What follows belongs to an exercise in optimizing a design on an open flow for small area and a short achievable clock period; a production flow would make more cautious choices.
Where RTL was checked, it was by simulation tests only, not by an equivalence proof against the original.
The clock port is modelled as an ideal driver, which makes a skipped or thinned clock tree look cheaper than it is; a real chip needs a root buffer or a tree.

==> inputs of v20 <==
// axis_dwidth_upsizer
module axis_dwidth_upsizer #(
  parameter WIDTH      = 32,  
  parameter NUM_REG    =  4  
)(
    input  logic aclk,
    input  logic aresetn,
    input  logic s_axis_tvalid,
    output logic s_axis_tready,
    input  logic [WIDTH-1:0] s_axis_tdata,
    input  logic s_axis_tlast,
    output logic m_axis_tvalid,
    input  logic m_axis_tready,
    output logic [WIDTH*NUM_REG-1:0] m_axis_tdata,
    output logic m_axis_tlast
);
==> module axis_dwidth_upsizer, before the edit <==
module axis_dwidth_upsizer #(
  parameter WIDTH      = 32,  
  parameter NUM_REG    =  4  
)(
    input  logic aclk,
    input  logic aresetn,
    input  logic s_axis_tvalid,
    output logic s_axis_tready,
    input  logic [WIDTH-1:0] s_axis_tdata,
    input  logic s_axis_tlast,
    output logic m_axis_tvalid,
    input  logic m_axis_tready,
    output logic [WIDTH*NUM_REG-1:0] m_axis_tdata,
    output logic m_axis_tlast
);
  logic [NUM_REG*WIDTH-1:0] s_reg;
  logic [2:0] cnt;
  logic       vld;
  logic       tl;    
  wire idle    = (cnt == 0) & ~vld;
  wire full    = (cnt == NUM_REG);
  wire loading = (cnt != 0) & ~full;
  wire fill    = loading & tl;
  wire shift   = (idle & s_axis_tvalid) | (loading & (tl | s_axis_tvalid));
  always @(posedge aclk) begin
    if (shift)
      s_reg <= {s_reg[(NUM_REG-1)*WIDTH-1:0], fill ? {WIDTH{1'b0}} : s_axis_tdata};
  end
  always @(posedge aclk) begin
    if (aresetn == 0) begin
      cnt <= 0;
      vld <= 0;
      tl  <= 0;
    end else begin
      if (vld) begin
        if (m_axis_tready) begin
          vld <= 0;
          tl  <= 0;
        end
      end else if (full) begin
        vld <= 1;
        cnt <= 0;
      end else begin
        if (s_axis_tlast) tl <= 1;
        if (shift) cnt <= cnt + 1;
      end
    end
  end
  assign s_axis_tready = ~vld;
  assign m_axis_tvalid = vld;
  assign m_axis_tdata  = s_reg;
  assign m_axis_tlast  = tl;
endmodule
clock: 3.5 ns
lec_check: 0
cap_margin: 20
core_margin: 2
core_utilization: 40
slew_margin: 20
run.sh (not shown) runs the stock make flow with config.mk's settings and CLKGATE_MAP_FILE= SYNTH_SCRIPT=/design/flow/synth_recipe.tcl, a recipe that flattens the netlist after the stock synthesis.
==> inputs of v27, as changes to v20 <==
==> flow/design.v (replaced) <==
module axis_dwidth_upsizer #(
  parameter WIDTH      = 32,  
  parameter NUM_REG    =  4  
)(
    input  logic aclk,
    input  logic aresetn,
    input  logic s_axis_tvalid,
    output logic s_axis_tready,
    input  logic [WIDTH-1:0] s_axis_tdata,
    input  logic s_axis_tlast,
    output logic m_axis_tvalid,
    input  logic m_axis_tready,
    output logic [WIDTH*NUM_REG-1:0] m_axis_tdata,
    output logic m_axis_tlast
);
  logic [NUM_REG*WIDTH-1:0] s_reg;
  logic [NUM_REG-1:0] pos;    
  logic       full;           
  logic       vld;            
  logic       rdy;            
  logic       tl;             
  logic       fill;           
  wire acc   = |pos;
  wire shift = (acc & s_axis_tvalid) | fill;    
  wire [WIDTH-1:0] din = s_axis_tdata & {WIDTH{~fill}};
  genvar k;
  generate
    for (k = 0; k < NUM_REG; k = k + 1) begin : g_slot
      always @(posedge aclk) begin
        if (pos[k] & (s_axis_tvalid | fill))
          s_reg[(NUM_REG-k)*WIDTH-1 -: WIDTH] <= din;
      end
    end
  endgenerate
  logic [NUM_REG-1:0] pos_n;
  logic full_n, vld_n, tl_n;
  always @* begin
    pos_n  = shift ? {pos[NUM_REG-2:0], 1'b0} : pos;
    pos_n[0] = pos_n[0] | (vld & m_axis_tready);
    full_n = pos[NUM_REG-1] & shift;
    vld_n  = full | (vld & ~m_axis_tready);
    if (acc)
      tl_n = tl | s_axis_tlast;
    else if (vld & m_axis_tready)
      tl_n = 0;
    else
      tl_n = tl;
  end
  always @(posedge aclk) begin
    if (aresetn == 0) begin
      pos  <= 1;
      full <= 0;
      vld  <= 0;
      rdy  <= 1;
      tl   <= 0;
      fill <= 0;
    end else begin
      pos  <= pos_n;
      full <= full_n;
      vld  <= vld_n;
      rdy  <= ~vld_n;
      tl   <= tl_n;
      fill <= tl_n & |pos_n[NUM_REG-1:1];
    end
  end
  assign s_axis_tready = rdy;
  assign m_axis_tvalid = vld;
  assign m_axis_tdata  = s_reg;
  assign m_axis_tlast  = tl;
endmodule
==> flow/flow/run.sh (new file) <==
#!/bin/bash
# Standard ORFS layout with: the smallest buffer cell for the port buffers
# (buffer_ports otherwise picks a clock delay buffer), and a shallow clock tree
# of large clock buffers without dummy loads.
set -euo pipefail
CTS="-sink_clustering_enable -repair_clock_nets -dont_use_dummy_load -sink_clustering_size 20 -sink_clustering_max_diameter 60 -buf_list sky130_fd_sc_hd__clkbuf_8"
bash standard.sh BUFFER_PORTS_ARGS="-buffer_cell sky130_fd_sc_hd__buf_1" CTS_ARGS="$CTS" finish > orfs_make.log 2>&1
==> flow/standard.sh (new file) <==
#!/bin/bash
# synth_recipe.tcl (not shown) runs the flow's synth.tcl, then flattens the netlist and writes it again
# the make line also repeats each setting of config.mk as NAME=value (left out here)
make -C /OpenROAD-flow-scripts/flow DESIGN_CONFIG=/design/flow/config.mk WORK_HOME=/design/flow/orfs CLKGATE_MAP_FILE= SYNTH_SCRIPT=/design/flow/synth_recipe.tcl "${@:-finish}"
- CORE_UTILIZATION: 40 -> 60
removed: flow/run.sh
==> inputs of v26, as changes to v20 <==
==> flow/design.v (replaced) <==
module axis_dwidth_upsizer #(
  parameter WIDTH      = 32,  
  parameter NUM_REG    =  4  
)(
    input  logic aclk,                     
    input  logic aresetn,               
    input  logic s_axis_tvalid,   
    output logic s_axis_tready,   
    input  logic [WIDTH-1:0] s_axis_tdata,     
    input  logic s_axis_tlast,   
    output logic m_axis_tvalid,   
    input  logic m_axis_tready,   
    output logic [WIDTH*NUM_REG-1:0] m_axis_tdata,     
    output logic m_axis_tlast
);
    localparam READY = 0;
    localparam LOAD = 1;
    localparam WRTARRAY = 2;
  logic [NUM_REG*WIDTH - 1:0] s_reg;
  logic [32:0] cnt;
  logic [1:0] state_reg;
  logic m_axis_tlast_local;
  always @(posedge aclk) begin
    if (aresetn == 0) begin
      state_reg       <= READY;
      cnt             <=  0;
      s_axis_tready   <=  1;
      m_axis_tvalid   <=  0;
      m_axis_tlast    <=  0;
      m_axis_tlast_local <= 0;
      s_reg           <= '0;
    end else begin
      m_axis_tdata    <= s_reg;
      if (s_axis_tlast == 1) m_axis_tlast_local <= 1;
      case (state_reg)
        READY:
          begin
            cnt <=  0;
            if (s_axis_tvalid == 1) begin
              s_reg[WIDTH-1:0] <= s_axis_tdata;
              state_reg   <= LOAD;
              cnt           <= cnt + 1;
            end
          end
        LOAD:
          begin
            if (cnt < NUM_REG & m_axis_tlast_local == 1) begin
              s_reg <= (s_reg << WIDTH);
              cnt            <= cnt + 1;
              state_reg      <= LOAD;
            end else if (cnt < NUM_REG  & s_axis_tvalid == 1) begin
              s_reg <= (s_reg << WIDTH) | s_axis_tdata;
              cnt            <= cnt + 1;
              state_reg      <= LOAD;
            end else if (cnt < NUM_REG & s_axis_tvalid == 0) 
              state_reg <= LOAD;
            else begin
              state_reg       <= WRTARRAY;
              s_axis_tready   <= 0;
              m_axis_tvalid   <= 1;
              m_axis_tlast    <= m_axis_tlast_local;
              cnt <= 0;
            end
          end
        WRTARRAY:
          begin
            if (m_axis_tready == 1) begin
              state_reg       <= READY;
              m_axis_tvalid <= 0;
              s_axis_tready   <= 1;
              m_axis_tlast    <= 0;
              m_axis_tlast_local <= 0;
            end
          end
      endcase
    end
  end
endmodule
==> inputs of v18, as changes to v20 <==
==> flow/design.v (replaced) <==
module axis_dwidth_upsizer #(
  parameter WIDTH      = 32,  
  parameter NUM_REG    =  4  
)(
    input  logic aclk,
    input  logic aresetn,
    input  logic s_axis_tvalid,
    output logic s_axis_tready,
    input  logic [WIDTH-1:0] s_axis_tdata,
    input  logic s_axis_tlast,
    output logic m_axis_tvalid,
    input  logic m_axis_tready,
    output logic [WIDTH*NUM_REG-1:0] m_axis_tdata,
    output logic m_axis_tlast
);
  localparam CW = $clog2(NUM_REG);
  logic [NUM_REG*WIDTH-1:0] s_reg;
  logic [CW-1:0] cnt;    
  logic       acc;       
  logic       full;      
  logic       vld;       
  logic       rdy;       
  logic       tl;        
  logic       fill;      
  wire shift = (acc & s_axis_tvalid) | fill;
  wire last  = shift & (cnt == NUM_REG - 1);
  always @(posedge aclk) begin
    if (shift)
      s_reg <= {s_reg[(NUM_REG-1)*WIDTH-1:0], s_axis_tdata & {WIDTH{~fill}}};
  end
  logic [CW-1:0] cnt_n;
  logic acc_n, full_n, vld_n, tl_n;
  always @* begin
    cnt_n  = shift ? cnt + 1'b1 : cnt;
    acc_n  = acc ? ~last : (vld & m_axis_tready);
    full_n = acc & last;
    vld_n  = full | (vld & ~m_axis_tready);
    if (acc)
      tl_n = tl | s_axis_tlast;
    else if (vld & m_axis_tready)
      tl_n = 0;
    else
      tl_n = tl;
  end
  always @(posedge aclk) begin
    if (aresetn == 0) begin
      cnt  <= 0;
      acc  <= 1;
      full <= 0;
      vld  <= 0;
      rdy  <= 1;
      tl   <= 0;
      fill <= 0;
    end else begin
      cnt  <= cnt_n;
      acc  <= acc_n;
      full <= full_n;
      vld  <= vld_n;
      rdy  <= ~vld_n;
      tl   <= tl_n;
      fill <= tl_n & acc_n & (cnt_n != 0);
    end
  end
  assign s_axis_tready = rdy;
  assign m_axis_tvalid = vld;
  assign m_axis_tdata  = s_reg;
  assign m_axis_tlast  = tl;
endmodule
==> flow/flow/run.sh (new file) <==
#!/bin/bash
# Standard ORFS layout, with the port buffers made of the smallest buffer cell
# (buffer_ports otherwise picks a clock delay buffer for every port).
set -euo pipefail
bash standard.sh BUFFER_PORTS_ARGS="-buffer_cell sky130_fd_sc_hd__buf_1" finish > orfs_make.log 2>&1
==> flow/standard.sh (new file) <==
#!/bin/bash
# synth_recipe.tcl (not shown) runs the flow's synth.tcl, then flattens the netlist and writes it again
# the make line also repeats each setting of config.mk as NAME=value (left out here)
make -C /OpenROAD-flow-scripts/flow DESIGN_CONFIG=/design/flow/config.mk WORK_HOME=/design/flow/orfs CLKGATE_MAP_FILE= SYNTH_SCRIPT=/design/flow/synth_recipe.tcl "${@:-finish}"
- CORE_UTILIZATION: 40 -> 60
- CTS_BUF_LIST: default -> sky130_fd_sc_hd__clkbuf_8
- SETUP_SLACK_MARGIN: default -> 2.0
removed: flow/run.sh
==> out/results.tsv <==
stage	metric	value	unit
outcome	status	finished clean	
routing	Vias	2344	
die	die height	109	um
critical_path	CP endpoint	s_axis_tready	
place	placed cell count	502	
routing	Detail Route met2 WL	3.96	mm
logic_synthesis	syn_area_per_cell	22.2	um^2
global_routing	largest net degree at the start of global routing	129	
timing	Max Fclk	435	MHz
cells_and_area	Final #Nets	420	
# the run above: v20

==> out/results.tsv <==
stage	metric	value	unit
outcome	status	finished clean	
timing	Max Fclk	364	MHz
place	hpwl dp	14.3	mm
critical_path	CP endpoint	s_reg[50]	
routing	Vias	6860	
routing	Detail Route met2 WL	10.1	mm
cells_and_area	Final #Nets	1113	
global_routing	largest net degree at the start of global routing	164	
# the run above: v26

==> out/results.tsv <==
stage	metric	value	unit
critical_path	CP endpoint	s_reg[28]	
logic_synthesis	syn_area_per_cell	22.3	um^2
outcome	status	finished clean	
routing	Vias	2343	
place	placed cell count	462	
timing	Max Fclk	459	MHz
cells_and_area	Final #Nets	419	
die	die height	89.4	um
global_routing	largest net degree at the start of global routing	36	
# the run above: v27

==> out/results.tsv <==
stage	metric	value	unit
outcome	status	finished clean	
timing	Max Fclk	586	MHz
critical_path	CP endpoint	m_axis_tdata[53]	
min_path	hold path endpoint	s_reg[123]	
global_routing	largest net degree at the start of global routing	100	
place	placed cell count	460	
routing	Vias	2620	
routing	Detail Route met2 WL	4.72	mm
cells_and_area	commonest non-fill, non-tap cell in the layout	edfxtp_1	
die	die height	89.4	um
cells_and_area	Final #Nets	479	
# the run above: v18

For v27 and v18, only the layout was checked, not whether the RTL still works.

* * *

==> inputs of run a <==
Another version of the RTL of axis_dwidth_upsizer (not shown whole).
==> flow/design.v (excerpt) <==
module axis_dwidth_upsizer #(
  parameter WIDTH      = 32,  
  parameter NUM_REG    =  4  
)(
    input  logic aclk,
    input  logic aresetn,
    input  logic s_axis_tvalid,
    output logic s_axis_tready,
    input  logic [WIDTH-1:0] s_axis_tdata,
    input  logic s_axis_tlast,
    output logic m_axis_tvalid,
    input  logic m_axis_tready,
    output logic [WIDTH*NUM_REG-1:0] m_axis_tdata,
    output logic m_axis_tlast
);
==> module axis_dwidth_upsizer, before the edit <==
module axis_dwidth_upsizer #(
  parameter WIDTH      = 32,  
  parameter NUM_REG    =  4  
)(
    input  logic aclk,
    input  logic aresetn,
    input  logic s_axis_tvalid,
    output logic s_axis_tready,
    input  logic [WIDTH-1:0] s_axis_tdata,
    input  logic s_axis_tlast,
    output logic m_axis_tvalid,
    input  logic m_axis_tready,
    output logic [WIDTH*NUM_REG-1:0] m_axis_tdata,
    output logic m_axis_tlast
);
  logic [NUM_REG*WIDTH-1:0] s_reg;
  logic [NUM_REG-1:0] pos;    
  logic       full;           
  logic       vld;            
  logic       rdy;            
  logic       tl;             
  logic       zero_n;         
  logic [NUM_REG-1:0] hold;   
  wire acc   = ~(full | vld);
  wire [WIDTH-1:0] din_n = ~(s_axis_tdata & {WIDTH{zero_n}});
  logic [NUM_REG*WIDTH-1:0] s_next;
  genvar k, b;
  generate
    for (k = 0; k < NUM_REG; k = k + 1) begin : g_slot
      for (b = 0; b < WIDTH; b = b + 1) begin : g_bit
        axis_upsizer_slot_bit u_bit (
          .dn(din_n[b]), .q(s_reg[(NUM_REG-1-k)*WIDTH+b]), .h(hold[k]),
          .y(s_next[(NUM_REG-1-k)*WIDTH+b]));
      end
    end
  endgenerate
  always @(posedge aclk)
    s_reg <= s_next;
  wire step = s_axis_tvalid | tl;
  logic [NUM_REG-1:0] pos_n;
  logic full_n, vld_n, tl_n;
  always @* begin
    pos_n[0] = (pos[0] & ~s_axis_tvalid) | (vld & m_axis_tready);
    pos_n[1] = (pos[1] & ~step) | (pos[0] & s_axis_tvalid);
    pos_n[2] = (pos[2] & ~step) | (pos[1] & step);
    pos_n[3] = (pos[3] & ~step) | (pos[2] & step);
    full_n = pos[3] & step;
    vld_n  = full | (vld & ~m_axis_tready);
    tl_n   = (acc & s_axis_tlast) | (tl & ~(vld & m_axis_tready));
  end
  always @(posedge aclk) begin
    if (aresetn == 0) begin
      pos  <= 1;
      full <= 0;
      vld  <= 0;
      rdy  <= 1;
      tl   <= 0;
      zero_n <= 1;
      hold <= ~1;
    end else begin
      pos  <= pos_n;
      full <= full_n;
      vld  <= vld_n;
      rdy  <= ~vld_n;
      tl   <= tl_n;
      zero_n <= ~(tl_n & ~pos_n[0]);
      hold <= ~pos_n;
    end
  end
  assign s_axis_tready = rdy;
  assign m_axis_tvalid = vld;
  assign m_axis_tdata  = s_reg;
  assign m_axis_tlast  = tl;
endmodule
==> flow/config.mk <==
export PLATFORM = sky130hd
export DESIGN_NAME = axis_dwidth_upsizer
export DESIGN_NICKNAME = axis_dwidth_upsizer
export VERILOG_FILES = /design/flow/design.v
export SDC_FILE = /design/flow/constraint.sdc
export NUM_CORES = 4
export LEC_CHECK = 0
export CAP_MARGIN = 20
export CORE_MARGIN = 2
export CORE_UTILIZATION = 40
export SLEW_MARGIN = 20
export SYNTH_HIERARCHICAL = 1
export SYNTH_MINIMUM_KEEP_SIZE = 0
==> flow/constraint.sdc <==
create_clock -name core_clock -period 3.5 [get_ports {aclk}]
set_input_delay 0.7000 -clock core_clock [delete_from_list [all_inputs] [get_ports {aclk}]]
set_output_delay 0.7000 -clock core_clock [all_outputs]
set_load 0.01 [all_outputs]
standard.sh (not shown) runs the stock make flow with config.mk's settings and CLKGATE_MAP_FILE= SYNTH_SCRIPT=/design/flow/synth_recipe.tcl, a recipe that flattens the netlist after the stock synthesis.
==> flow/flow/run.sh <==
#!/bin/bash
# Standard ORFS layout with:
# - the smallest buffer cell for the port buffers (buffer_ports otherwise picks
#   a clock delay buffer);
# - every pin placed by flow/io_pins.tcl, a data bit's pins together, and each
#   bit's cells moved next to its pins before detailed placement
#   (flow/bit_place.tcl);
# - a one-level clock tree of four buffers fed by the clock port
#   (flow/clock_tree.tcl), then a setup repair aimed at FLOW_REPAIR_MARGIN, a
#   downsizing of cells with slack to spare, and a second repair, all at the end
#   of the CTS step (flow/post_cts.tcl).
# ORFS's own output goes to orfs_make.log; each tool's log stays in orfs/logs/.
set -euo pipefail
F=$(cd "$(dirname "$0")" && pwd)
export FLOW_REPAIR_MARGIN=${FLOW_REPAIR_MARGIN:-2.12}
export FLOW_RECOVER=${FLOW_RECOVER:-100}
export FLOW_REPAIR_ARGS=${FLOW_REPAIR_ARGS:-}
CTS="-sink_clustering_enable -dont_use_dummy_load -buf_list sky130_fd_sc_hd__clkbuf_16"
bash standard.sh BUFFER_PORTS_ARGS="-buffer_cell sky130_fd_sc_hd__buf_1" CTS_ARGS="$CTS" \
  PRE_IO_PLACEMENT_TCL="$F/io_pins.tcl" PRE_DETAIL_PLACE_TCL="$F/bit_place.tcl" POST_CTS_TCL="$F/post_cts.tcl" finish > orfs_make.log 2>&1
==> flow/flow/clock_tree.tcl <==
# Replaces the clock tree that CTS built with a single level of clock buffers:
# the clock port drives NLEAF buffers, each placed at the middle of a balanced
# geometric cluster of the registers and driving that cluster's clock pins.
proc my_clock_tree { nleaf master } {
  set block [ord::get_db_block]
  set root [$block findNet aclk]
  set mbuf [[ord::get_db] findMaster $master]

  # Walk the old tree from the port: buffers and inverters, and the register clock pins.
  set sinks {}
  set old_insts {}
  set old_nets {}
  set todo [list $root]
  while { [llength $todo] } {
    set net [lindex $todo 0]
    set todo [lrange $todo 1 end]
    foreach it [$net getITerms] {
      if { ![$it isInputSignal] && [$it getIoType] ne "INPUT" } { continue }
      set inst [$it getInst]
      set m [$inst getMaster]
      if { [$m isSequential] } {
        lappend sinks $it
      } else {
        lappend old_insts $inst
        foreach o [$inst getITerms] {
          if { [$o isOutputSignal] && [$o getNet] ne "NULL" } {
            lappend old_nets [$o getNet]
            lappend todo [$o getNet]
          }
        }
      }
    }
  }
  puts "clock_tree: [llength $sinks] sinks, removing [llength $old_insts] old clock cells"
  foreach it $sinks { $it disconnect }
  foreach inst $old_insts { odb::dbInst_destroy $inst }
  foreach net $old_nets { odb::dbNet_destroy $net }

  # Balanced split into nleaf groups (nleaf a power of 2): alternately by x and by y.
  set pts {}
  foreach it $sinks {
    set box [[$it getInst] getBBox]
    lappend pts [list [expr {([$box xMin] + [$box xMax]) / 2}] [expr {([$box yMin] + [$box yMax]) / 2}] $it]
  }
  set groups [list $pts]
  set axis 0
  if { [info exists ::env(FLOW_CLK_SPLIT)] && $::env(FLOW_CLK_SPLIT) eq "edge" && $nleaf == 4 } {
    # One group per die edge: each register goes with the edge nearest to it.
    set die [$block getDieArea]
    set W [$die xMax]
    set H [$die yMax]
    set groups [list {} {} {} {}]
    foreach p $pts {
      set x [lindex $p 0]
      set y [lindex $p 1]
      set d [list $y [expr {$W - $x}] [expr {$H - $y}] $x]
      set e [lsearch -exact $d [tcl::mathfunc::min {*}$d]]
      lset groups $e [concat [lindex $groups $e] [list $p]]
    }
  }
  while { [llength $groups] < $nleaf } {
    set next {}
    foreach g $groups {
      set s [lsort -integer -index $axis $g]
      set h [expr {[llength $s] / 2}]
      lappend next [lrange $s 0 [expr {$h - 1}]] [lrange $s $h end]
    }
    set groups $next
    set axis [expr {1 - $axis}]
  }

  set i 0
  foreach g $groups {
    set sx 0; set sy 0
    foreach p $g { incr sx [lindex $p 0]; incr sy [lindex $p 1] }
    set cx [expr {$sx / [llength $g]}]
    set cy [expr {$sy / [llength $g]}]
    set buf [odb::dbInst_create $block $mbuf "clkbuf_leaf_${i}_aclk"]
    $buf setSourceType TIMING
    $buf setLocation $cx $cy
    $buf setPlacementStatus PLACED
    set net [odb::dbNet_create $block "clknet_leaf_${i}_aclk"]
    $net setSigType CLOCK
    foreach it [$buf getITerms] {
      if { [$it isInputSignal] } { $it connect $root }
      if { [$it isOutputSignal] } { $it connect $net }
    }
    foreach p $g { [lindex $p 2] connect $net }
    puts "clock_tree: leaf $i at ($cx, $cy) drives [llength $g] sinks"
    incr i
  }
}
==> flow/flow/post_cts.tcl <==
# Run at the end of ORFS's CTS step (POST_CTS_TCL), before the step saves its results.
source [file join [file dirname [info script]] clock_tree.tcl]
set clk_master sky130_fd_sc_hd__buf_16
if { [info exists ::env(FLOW_CLK_MASTER)] } { set clk_master $::env(FLOW_CLK_MASTER) }
my_clock_tree 4 $clk_master
detailed_placement
estimate_parasitics -placement
if { [info exists ::env(FLOW_REPAIR_MARGIN)] } {
  repair_timing -setup -setup_margin $::env(FLOW_REPAIR_MARGIN) {*}$::env(FLOW_REPAIR_ARGS) -verbose
  if { [info exists ::env(FLOW_RECOVER)] } {
    repair_timing -recover_power $::env(FLOW_RECOVER) -setup_margin $::env(FLOW_REPAIR_MARGIN) -verbose
    repair_timing -setup -setup_margin $::env(FLOW_REPAIR_MARGIN) {*}$::env(FLOW_REPAIR_ARGS) -verbose
  }
  detailed_placement
  estimate_parasitics -placement
}
report_clock_latency
report_checks -format end -group_path_count 5
Other scripts of this flow, unchanged in this note and not shown: flow/flow/bit_place.tcl, flow/flow/io_pins.tcl
==> inputs of run b, as changes to run a <==
--- a/flow/design.v
+++ b/flow/design.v
@@ -24,3 +24,2 @@
   logic [NUM_REG*WIDTH-1:0] s_reg;
-  logic [NUM_REG-1:0] pos;    
   logic       full;           
@@ -31,2 +30,3 @@
   logic [NUM_REG-1:0] hold;   
+  wire  [NUM_REG-1:0] pos = ~hold;   
   wire acc   = ~(full | vld);
@@ -60,3 +60,2 @@
     if (aresetn == 0) begin
-      pos  <= 1;
       full <= 0;
@@ -68,3 +67,2 @@
     end else begin
-      pos  <= pos_n;
       full <= full_n;
--- a/flow/flow/run.sh
+++ b/flow/flow/run.sh
@@ -7,4 +7,4 @@
 #   (flow/bit_place.tcl);
-# - a one-level clock tree of four buffers fed by the clock port
-#   (flow/clock_tree.tcl), then a setup repair aimed at FLOW_REPAIR_MARGIN, a
+# - a two-level clock tree of inverters, four fed by the clock port and eight
+#   driving the registers (flow/clock_tree.tcl), then a setup repair aimed at FLOW_REPAIR_MARGIN, a
 #   downsizing of cells with slack to spare, and a second repair, all at the end
--- a/flow/flow/clock_tree.tcl
+++ b/flow/flow/clock_tree.tcl
@@ -92 +92,98 @@
 }
+
+# Two-level version: the clock port drives NROOT cells (ROOT_MASTER), each
+# driving NLEAF / NROOT leaf cells (LEAF_MASTER) that drive the registers. With
+# inverters at both levels the registers see the clock's own polarity.
+proc my_clock_tree2 { nroot nleaf root_master leaf_master } {
+  set block [ord::get_db_block]
+  set root [$block findNet aclk]
+  set mroot [[ord::get_db] findMaster $root_master]
+  set mleaf [[ord::get_db] findMaster $leaf_master]
+
+  set sinks {}
+  set old_insts {}
+  set old_nets {}
+  set todo [list $root]
+  while { [llength $todo] } {
+    set net [lindex $todo 0]
+    set todo [lrange $todo 1 end]
+    foreach it [$net getITerms] {
+      if { ![$it isInputSignal] && [$it getIoType] ne "INPUT" } { continue }
+      set inst [$it getInst]
+      if { [[$inst getMaster] isSequential] } {
+        lappend sinks $it
+      } else {
+        lappend old_insts $inst
+        foreach o [$inst getITerms] {
+          if { [$o isOutputSignal] && [$o getNet] ne "NULL" } {
+            lappend old_nets [$o getNet]
+            lappend todo [$o getNet]
+          }
+        }
+      }
+    }
+  }
+  puts "clock_tree: [llength $sinks] sinks, removing [llength $old_insts] old clock cells"
+  foreach it $sinks { $it disconnect }
+  foreach inst $old_insts { odb::dbInst_destroy $inst }
+  foreach net $old_nets { odb::dbNet_destroy $net }
+
+  # Balanced split into nleaf groups, alternately by x and by y; groups 2i and
+  # 2i+1 (and so on up) come from the same parent, so they lie side by side.
+  set pts {}
+  foreach it $sinks {
+    set box [[$it getInst] getBBox]
+    lappend pts [list [expr {([$box xMin] + [$box xMax]) / 2}] [expr {([$box yMin] + [$box yMax]) / 2}] $it]
+  }
+  set groups [list $pts]
+  set axis 0
+  while { [llength $groups] < $nleaf } {
+    set next {}
+    foreach g $groups {
+      set s [lsort -integer -index $axis $g]
+      set h [expr {[llength $s] / 2}]
+      lappend next [lrange $s 0 [expr {$h - 1}]] [lrange $s $h end]
+    }
+    set groups $next
+    set axis [expr {1 - $axis}]
+  }
+
+  set per [expr {$nleaf / $nroot}]
+  for { set r 0 } { $r < $nroot } { incr r } {
+    set mine [lrange $groups [expr {$r * $per}] [expr {($r + 1) * $per - 1}]]
+    set rnet [odb::dbNet_create $block "clknet_root_${r}_aclk"]
+    $rnet setSigType CLOCK
+    set lx {}; set ly {}
+    foreach g $mine {
+      set i [expr {$r * $per + [lsearch -exact $mine $g]}]
+      set sx 0; set sy 0
+      foreach p $g { incr sx [lindex $p 0]; incr sy [lindex $p 1] }
+      set cx [expr {$sx / [llength $g]}]
+      set cy [expr {$sy / [llength $g]}]
+      lappend lx $cx; lappend ly $cy
+      set buf [odb::dbInst_create $block $mleaf "clkbuf_leaf_${i}_aclk"]
+      $buf setSourceType TIMING
+      $buf setLocation $cx $cy
+      $buf setPlacementStatus PLACED
+      set net [odb::dbNet_create $block "clknet_leaf_${i}_aclk"]
+      $net setSigType CLOCK
+      foreach it [$buf getITerms] {
+        if { [$it isInputSignal] } { $it connect $rnet }
+        if { [$it isOutputSignal] } { $it connect $net }
+      }
+      foreach p $g { [lindex $p 2] connect $net }
+      puts "clock_tree: leaf $i at ($cx, $cy) drives [llength $g] sinks"
+    }
+    set rx [expr {int([tcl::mathop::+ {*}$lx] / [llength $lx])}]
+    set ry [expr {int([tcl::mathop::+ {*}$ly] / [llength $ly])}]
+    set rb [odb::dbInst_create $block $mroot "clkbuf_root_${r}_aclk"]
+    $rb setSourceType TIMING
+    $rb setLocation $rx $ry
+    $rb setPlacementStatus PLACED
+    foreach it [$rb getITerms] {
+      if { [$it isInputSignal] } { $it connect $root }
+      if { [$it isOutputSignal] } { $it connect $rnet }
+    }
+    puts "clock_tree: root $r at ($rx, $ry)"
+  }
+}
--- a/flow/flow/post_cts.tcl
+++ b/flow/flow/post_cts.tcl
@@ -2,5 +2,11 @@
 source [file join [file dirname [info script]] clock_tree.tcl]
-set clk_master sky130_fd_sc_hd__buf_16
-if { [info exists ::env(FLOW_CLK_MASTER)] } { set clk_master $::env(FLOW_CLK_MASTER) }
-my_clock_tree 4 $clk_master
+# The clock port drives four inverters, each driving two inverters that drive
+# an eighth of the registers.
+set clk_cells {sky130_fd_sc_hd__inv_8 sky130_fd_sc_hd__inv_12}
+if { [info exists ::env(FLOW_CLK_TWO)] } { set clk_cells $::env(FLOW_CLK_TWO) }
+if { [info exists ::env(FLOW_CLK_MASTER)] } {
+  my_clock_tree 4 $::env(FLOW_CLK_MASTER)
+} else {
+  my_clock_tree2 4 8 {*}$clk_cells
+}
 detailed_placement
==> inputs of run c, as changes to run a <==
--- a/flow/design.v
+++ b/flow/design.v
@@ -24,3 +24,2 @@
   logic [NUM_REG*WIDTH-1:0] s_reg;
-  logic [NUM_REG-1:0] pos;    
   logic       full;           
@@ -31,2 +30,3 @@
   logic [NUM_REG-1:0] hold;   
+  wire  [NUM_REG-1:0] pos = ~hold;   
   wire acc   = ~(full | vld);
@@ -60,3 +60,2 @@
     if (aresetn == 0) begin
-      pos  <= 1;
       full <= 0;
@@ -68,3 +67,2 @@
     end else begin
-      pos  <= pos_n;
       full <= full_n;
==> results.txt <==
Run c finished clean. Run a finished clean. Run b finished with timing, DRC and antenna clean. Flip-flop and latch count is the same in run c and run b. Sequential share of layout area: run c > run a > run b. The highest fmax belongs to run b, the lowest to run a. Core utilization: run c is lower than run a (0.90 points). Die area is the same in run b and run c. In area after synthesis, run b and run c do not differ.
In run a and run c the design's own scripts or RTL, not TritonCTS, make the clock network.

==> what the ideal ports hide <==
No port has a modelled driver above. Below, the same layouts with a new extraction and two added sets of constraints. Step 1 assumes that a clkbuf_16 drives the clock port and a buf_2 every other input. Step 2 moves the port delays by t, midway between the first and last clock arrival at a register: inputs arrive t later, outputs are due t later. That takes back most of the time a late clock gives input paths. Slacks: no drivers / after step 1 / after step 2; pairs: no drivers / after step 1.
run	shift t [ns]	setup slack, ns	slew at the worst register clock pin (ns)	worst data-port slew with drivers (ns)
v20	0.533	1.200 / 1.167 / 0.978	0.06 / 0.06	0.06
v27	0.425	1.321 / 1.321 / 1.204	0.08 / 0.08	0.05
v26	0.571	0.750 / 0.750 / 0.668	0.06 / 0.06	0.09
v18	0.445	1.795 / 1.765 / 1.574	0.07 / 0.07	0.06
run a	0.251	2.101 / 2.000 / 2.039	0.12 / 0.12	0.05
run b	0.240	2.138 / 2.006 / 2.044	0.07 / 0.07	0.03
run c	0.252	2.102 / 1.998 / 2.050	0.12 / 0.12	0.04
After both steps setup and hold are still met in every run listed. For v20, which loses most, drivers alone change the setup slack by -0.033 ns; drivers and shift together by -0.222 ns.
